This is an optimization exercise on Yosys and OpenROAD, whose aim is small area, not a production implementation.
Where RTL was checked, it was by simulation tests only, not by an equivalence proof against the original.
Power and IR drop assume default switching activity.

==> module bal_dp, before the edit <==
module bal_dp(err, err2, ih, ld_cell_diff, en_steer, lft_mag, lft_sgn, rght_mag, rght_sgn);
	input [9:0] err, err2;
	input [15:0] ih;                  
	input [11:0] ld_cell_diff;
	input en_steer;
	output [10:0] lft_mag, rght_mag;
	output lft_sgn, rght_sgn;
	wire [9:0] d_diff;
	wire ci1;
	rca #(10) a_dd(.a(err), .b(~err2), .ci(1'b1), .s(d_diff), .co(ci1));
	wire [6:0] q = d_diff[9] ? (&d_diff[8:6] ? d_diff[6:0] : 7'h40)
	                         : (|d_diff[8:6] ? 7'h3F : d_diff[6:0]);
	wire [12:0] e13 = {{3{err[9]}}, err};
	wire [12:0] e7;                   
	wire ci2;
	rca #(13) a_e7(.a({err, 3'b000}), .b(~e13), .ci(1'b1), .s(e7), .co(ci2));
	wire [7:0] q5h;                   
	wire ci3;
	rca #(8) a_q5(.a({q[6], q}), .b({{3{q[6]}}, q[6:2]}), .ci(1'b0), .s(q5h), .co(ci3));
	wire [9:0] q5 = {q5h, q[1:0]};
	wire [12:0] xh;                   
	wire ci4;
	rca #(13) a_x(.a({e7[12], e7[12:1]}), .b({{3{q5[9]}}, q5}), .ci(1'b0), .s(xh), .co(ci4));
	wire [13:0] x = {xh, e7[0]};
	wire [14:0] pid_h;
	wire ci5;
	rca #(15) a_pid(.a({x[13], x}), .b(ih[15:1]), .ci(1'b0), .s(pid_h), .co(ci5));
	wire [15:0] PID = {pid_h, ih[0]};
	wire [15:0] ldd = {{7{ld_cell_diff[11]}}, ld_cell_diff[11:3]} & {16{en_steer}};
	wire inv_l = en_steer & ~PID[15];
	wire inv_r = en_steer & PID[15];
	wire [15:0] lft_torque, rght_torque;
	wire ci6, ci7;
	rca #(16) a_l(.a(PID), .b(ldd ^ {16{inv_l}}), .ci(inv_l), .s(lft_torque), .co(ci6));
	rca #(16) a_r(.a(PID), .b(ldd ^ {16{inv_r}}), .ci(inv_r), .s(rght_torque), .co(ci7));
	shape shl(.t(lft_torque), .mag(lft_mag), .sgn(lft_sgn));
	shape shr(.t(rght_torque), .mag(rght_mag), .sgn(rght_sgn));
endmodule
clock: 20.0 ns
lec_check: 0
cap_margin: 20
core_margin: 2
core_utilization: 40
cts_buf_list: sky130_fd_sc_hd__clkbuf_8
cts_cluster_diameter: 60
cts_cluster_size: 20
place_density: 0.6
slew_margin: 20
standard.sh (not shown) runs the stock make flow with config.mk's settings and CLKGATE_MAP_FILE= SYNTH_SCRIPT=/design/flow/synth_recipe.tcl, a recipe that flattens the netlist after the stock synthesis.
==> flow/flow/run.sh <==
#!/bin/bash
# Layout flow: the standard synthesis, a re-mapping of its combinational logic
# (same flip-flops), then the standard flow with clock tree synthesis without
# dummy loads. Each tool writes its output to a log here.
set -euo pipefail
LIB=$FLOW_HOME/platforms/$FLOW_PLATFORM/lib/sky130_fd_sc_hd__tt_025C_1v80.lib
RES=orfs/results/$FLOW_PLATFORM/Segway/base

# 1. standard synthesis
bash standard.sh synth > synth_std.log 2>&1
cp $RES/1_2_yosys.v netlist_std.v

# 2. choose full adders to implement inverted, then re-map the other logic
python3 flow/genmodels.py $LIB models.v > genmodels.log 2>&1
python3 flow/flip.py netlist_std.v flipped.v > flip.log 2>&1
DONTUSE=$(sed -n '/DONT_USE_CELLS += /,/^$/p' $FLOW_HOME/platforms/$FLOW_PLATFORM/config.mk | tr ' \\' '\n\n' | grep '^sky130' | sed 's/^/-dont_use /' | tr '\n' ' ')
sed -e "s|@LIB@|$LIB|g" -e "s|@DONTUSE@|$DONTUSE|" -e "s|@OUT@|netlist_post.v|" flow/post.ys.in > post.ys
yosys -s post.ys > post.log 2>&1
cp netlist_post.v $RES/1_2_yosys.v

# 3. the netlist database again from the new netlist, then the rest of the flow
bash standard.sh synth > synth_odb.log 2>&1
bash standard.sh "CTS_ARGS=-sink_clustering_enable -repair_clock_nets -buf_list sky130_fd_sc_hd__clkbuf_8 -sink_clustering_size 20 -sink_clustering_max_diameter 60 -dont_use_dummy_load" finish > finish.log 2>&1
Other scripts of this flow, unchanged in this note and not shown: flow/flow/area.abc, flow/flow/flip.py, flow/flow/genmodels.py, flow/flow/post.ys.in
Next try:
--- a/flow/design.v
+++ b/flow/design.v
@@ -364,18 +364,20 @@
 	wire [14:0] pid_h;
 	wire ci5;
 	rca #(15) a_pid(.a({x[13], x}), .b(ih[15:1]), .ci(1'b0), .s(pid_h), .co(ci5));
 	wire [15:0] PID = {pid_h, ih[0]};
 	wire [15:0] ldd = {{7{ld_cell_diff[11]}}, ld_cell_diff[11:3]} & {16{en_steer}};
-	wire inv_l = en_steer & ~PID[15];
-	wire inv_r = en_steer & PID[15];
-	wire [15:0] lft_torque, rght_torque;
+	wire [15:0] pid_p, pid_m;         
 	wire ci6, ci7;
-	rca #(16) a_l(.a(PID), .b(ldd ^ {16{inv_l}}), .ci(inv_l), .s(lft_torque), .co(ci6));
-	rca #(16) a_r(.a(PID), .b(ldd ^ {16{inv_r}}), .ci(inv_r), .s(rght_torque), .co(ci7));
-	shape shl(.t(lft_torque), .mag(lft_mag), .sgn(lft_sgn));
-	shape shr(.t(rght_torque), .mag(rght_mag), .sgn(rght_sgn));
+	rca #(16) a_p(.a(PID), .b(ldd), .ci(1'b0), .s(pid_p), .co(ci6));
+	rca #(16) a_m(.a(PID), .b(~ldd), .ci(1'b1), .s(pid_m), .co(ci7));
+	wire [10:0] mag_p, mag_m;
+	wire sgn_p, sgn_m;
+	shape shp(.t(pid_p), .mag(mag_p), .sgn(sgn_p));
+	shape shm(.t(pid_m), .mag(mag_m), .sgn(sgn_m));
+	assign {lft_mag, lft_sgn} = PID[15] ? {mag_p, sgn_p} : {mag_m, sgn_m};
+	assign {rght_mag, rght_sgn} = PID[15] ? {mag_m, sgn_m} : {mag_p, sgn_p};
 endmodule
 module shape(t, mag, sgn);
 	input [15:0] t;
 	output [10:0] mag;
 	output sgn;
Result: The new run went through all stages and came out clean. Core utilization falls by 2.1 points. Area after synthesis climbs slightly. Power is lower slightly. Fmax rises by a few percent. Setup slack gets better by 650 ps. Synthesized cell count goes up by a few percent. Routed wire length grows by a few percent.
Only the layout flow was run in the second run of this note; the RTL was not checked for function there.

* * *

Another version of the RTL of Segway (not shown whole).
Size: roughly 1700 cells after synthesis, ~26 I/O pins, about 16000 um^2 of cells after synthesis.
==> module inertial_integrator, before the edit <==
module inertial_integrator(clk, rst_n, upd, ptch_rt, AZ, ptch);
	input clk, rst_n;
	input upd;
	input [15:0] ptch_rt;
	input [15:0] AZ;
	output [15:0] ptch;
	reg [26:0] ptch_int;
	assign ptch = ptch_int[26:11];
	wire [8:0] ah; wire x0;
	rca #(9) u0(.a(AZ[15:7]), .b(9'h003), .ci(1'b0), .s(ah), .co(x0));
	wire [15:0] a = {ah, AZ[6:0]};
	wire [16:0] f5h; wire f5c;
	rca #(17) u1(.a({{3{a[15]}}, a[15:2]}), .b({a[15], a}), .ci(1'b0), .s(f5h), .co(f5c));
	wire [18:0] f5 = {f5h, a[1:0]};
	wire [18:0] a19 = {{3{a[15]}}, a};
	wire [18:0] f7; wire x2;
	rca #(19) u2(.a({a, 3'b000}), .b(~a19), .ci(1'b1), .s(f7), .co(x2));
	wire [19:0] mh_a = {f5[18], f5};                  
	wire [19:0] mh_b = {{7{f7[18]}}, f7[18:6]};
	wire c13;
	cch #(7) u3(.a(mh_a[6:0]), .b(mh_b[6:0]), .ci(1'b0), .co(c13));
	wire [12:0] acc; wire x3;
	rca #(13) u4(.a(mh_a[19:7]), .b(mh_b[19:7]), .ci(c13), .s(acc), .co(x3));
	wire [15:0] nptch = ~ptch;
	wire cf;
	cch #(16) u5(.a({{3{acc[12]}}, acc}), .b(nptch), .ci(1'b0), .co(cf));
	wire fus = ~(acc[12] ^ nptch[15] ^ cf);
	wire [15:0] rc; wire x5;
	rca #(16) u6(.a(ptch_rt), .b(16'hFC3E), .ci(1'b0), .s(rc), .co(x5));
	wire [6:0] xh; wire x6;
	rca #(7) u7(.a({rc[15], rc[15:10]}), .b({{6{fus}}, 1'b1}), .ci(1'b0), .s(xh), .co(x6));
	wire [26:0] n; wire x7;
	rca #(27) u8(.a(ptch_int), .b(~{{10{xh[6]}}, xh, rc[9:0]}), .ci(1'b1), .s(n), .co(x7));
	always @(posedge clk, negedge rst_n)
		if (!rst_n) ptch_int <= 27'd0;
		else if (upd) ptch_int <= n;
endmodule
==> flow/config.mk <==
export PLATFORM = sky130hd
export DESIGN_NAME = Segway
export DESIGN_NICKNAME = Segway
export VERILOG_FILES = /design/flow/design.v
export SDC_FILE = /design/flow/constraint.sdc
export NUM_CORES = 4
export LEC_CHECK = 0
export CAP_MARGIN = 20
export CORE_MARGIN = 2
export CORE_UTILIZATION = 60
export CTS_BUF_LIST = sky130_fd_sc_hd__clkbuf_8
export CTS_CLUSTER_DIAMETER = 60
export CTS_CLUSTER_SIZE = 20
export PLACE_DENSITY = 0.75
export SLEW_MARGIN = 20
==> flow/constraint.sdc <==
create_clock -name core_clock -period 20.0 [get_ports {clk}]
set_input_delay 4.0000 -clock core_clock [delete_from_list [all_inputs] [get_ports {clk}]]
set_output_delay 4.0000 -clock core_clock [all_outputs]
set_load 0.01 [all_outputs]
==> flow/flow/run.sh <==
#!/bin/bash
# Layout flow: the standard synthesis, a re-mapping of its combinational logic
# (same flip-flops), then the standard flow with clock tree synthesis without
# dummy loads. Each tool writes its output to a log here.
set -euo pipefail
LIB=$FLOW_HOME/platforms/$FLOW_PLATFORM/lib/sky130_fd_sc_hd__tt_025C_1v80.lib
RES=orfs/results/$FLOW_PLATFORM/Segway/base

# 1. standard synthesis
bash standard.sh synth > synth_std.log 2>&1
cp $RES/1_2_yosys.v netlist_std.v

# 2. choose full adders to implement inverted, then re-map the other logic
python3 flow/genmodels.py $LIB models.v > genmodels.log 2>&1
DONTUSE=$(sed -n '/DONT_USE_CELLS += /,/^$/p' $FLOW_HOME/platforms/$FLOW_PLATFORM/config.mk | tr ' \\' '\n\n' | grep '^sky130' | sed 's/^/-dont_use /' | tr '\n' ' ')
# a few adder polarity choices (annealing seeds) and ABC scripts; keep the smallest netlist
best=""; best_area=""
for seed in 1 2 3; do
  python3 flow/flip.py netlist_std.v flipped_$seed.v $seed > flip_$seed.log 2>&1
  for scr in a b c d e f; do
    tag=${seed}_$scr
    sed -e "s|@LIB@|$LIB|g" -e "s|@DONTUSE@|$DONTUSE|" -e "s|@IN@|flipped_$seed.v|" -e "s|@ABC@|flow/area_$scr.abc|" \
        -e "s|@OUT@|post_$tag.v|" -e "s|@STAT@|post_stat_$tag.txt|" flow/post.ys.in > post_$tag.ys
    yosys -s post_$tag.ys > post_$tag.log 2>&1
    area=$(awk '/Chip area for module/ {print $NF}' post_stat_$tag.txt)
    echo "$tag $area" >> post_areas.txt
    if [[ -z "$best_area" ]] || awk -v a="$area" -v b="$best_area" 'BEGIN {exit !(a < b)}'; then
      best=$tag; best_area=$area
    fi
  done
done
echo "best $best $best_area" >> post_areas.txt
cp post_$best.v netlist_post.v
cp netlist_post.v $RES/1_2_yosys.v

# 3. the netlist database again from the new netlist, then the rest of the flow
bash standard.sh synth > synth_odb.log 2>&1
bash standard.sh "CTS_ARGS=-sink_clustering_enable -repair_clock_nets -buf_list sky130_fd_sc_hd__clkbuf_8 -sink_clustering_size 16 -sink_clustering_max_diameter 120 -dont_use_dummy_load" finish > finish.log 2>&1
Other scripts of this flow, unchanged in this note and not shown: flow/flow/area_a.abc, flow/flow/area_b.abc, flow/flow/area_c.abc, flow/flow/area_d.abc, flow/flow/area_e.abc, flow/flow/area_f.abc, flow/flow/flip.py, flow/flow/genmodels.py, flow/flow/post.ys.in
Change:
--- a/flow/design.v
+++ b/flow/design.v
@@ -208,16 +208,16 @@
 	wire fus = ~(acc[12] ^ nptch[15] ^ cf);
 	wire [15:0] rc; wire x5;
 	rca #(16) u6(.a(ptch_rt), .b(16'hFC3E), .ci(1'b0), .s(rc), .co(x5));
 	wire [6:0] xh; wire x6;
 	rca #(7) u7(.a({rc[15], rc[15:10]}), .b({{6{fus}}, 1'b1}), .ci(1'b0), .s(xh), .co(x6));
 	wire [26:0] n; wire x7;
-	rca #(27) u8(.a(ptch_int), .b(~{{10{xh[6]}}, xh, rc[9:0]}), .ci(1'b1), .s(n), .co(x7));
+	rca #(27) u8(.a(ptch_int), .b(~{{10{xh[6]}}, xh, rc[9:0]} & {27{upd}}), .ci(upd), .s(n), .co(x7));
 	always @(posedge clk, negedge rst_n)
 		if (!rst_n) ptch_int <= 27'd0;
-		else if (upd) ptch_int <= n;
+		else ptch_int <= n;
 endmodule
 module inert_intf(clk, rst_n, tmr_full, vld, upd, ptch, SS_n, SCLK, MOSI, MISO, INT);
 	input clk, rst_n;
 	input tmr_full;              
 	input INT;
 	input MISO;
Effect:
- The changed run finished clean
- worst setup slack improved by 0.20 ns
- area after synthesis fell slightly
- design area fell slightly
- global-route usage rose by 0.75 points
- sequential share of layout area rose by 0.34 points
- combinational power barely changes
- hold slack got worse by 0.0081 ns
- first-iteration DRC count rose by a few percent
- utilization fell by 0.24 points
- sequential power barely changes
- clock-buffer cell count stays the same
- flip-flop and latch count stays the same
- routed wire length rose slightly
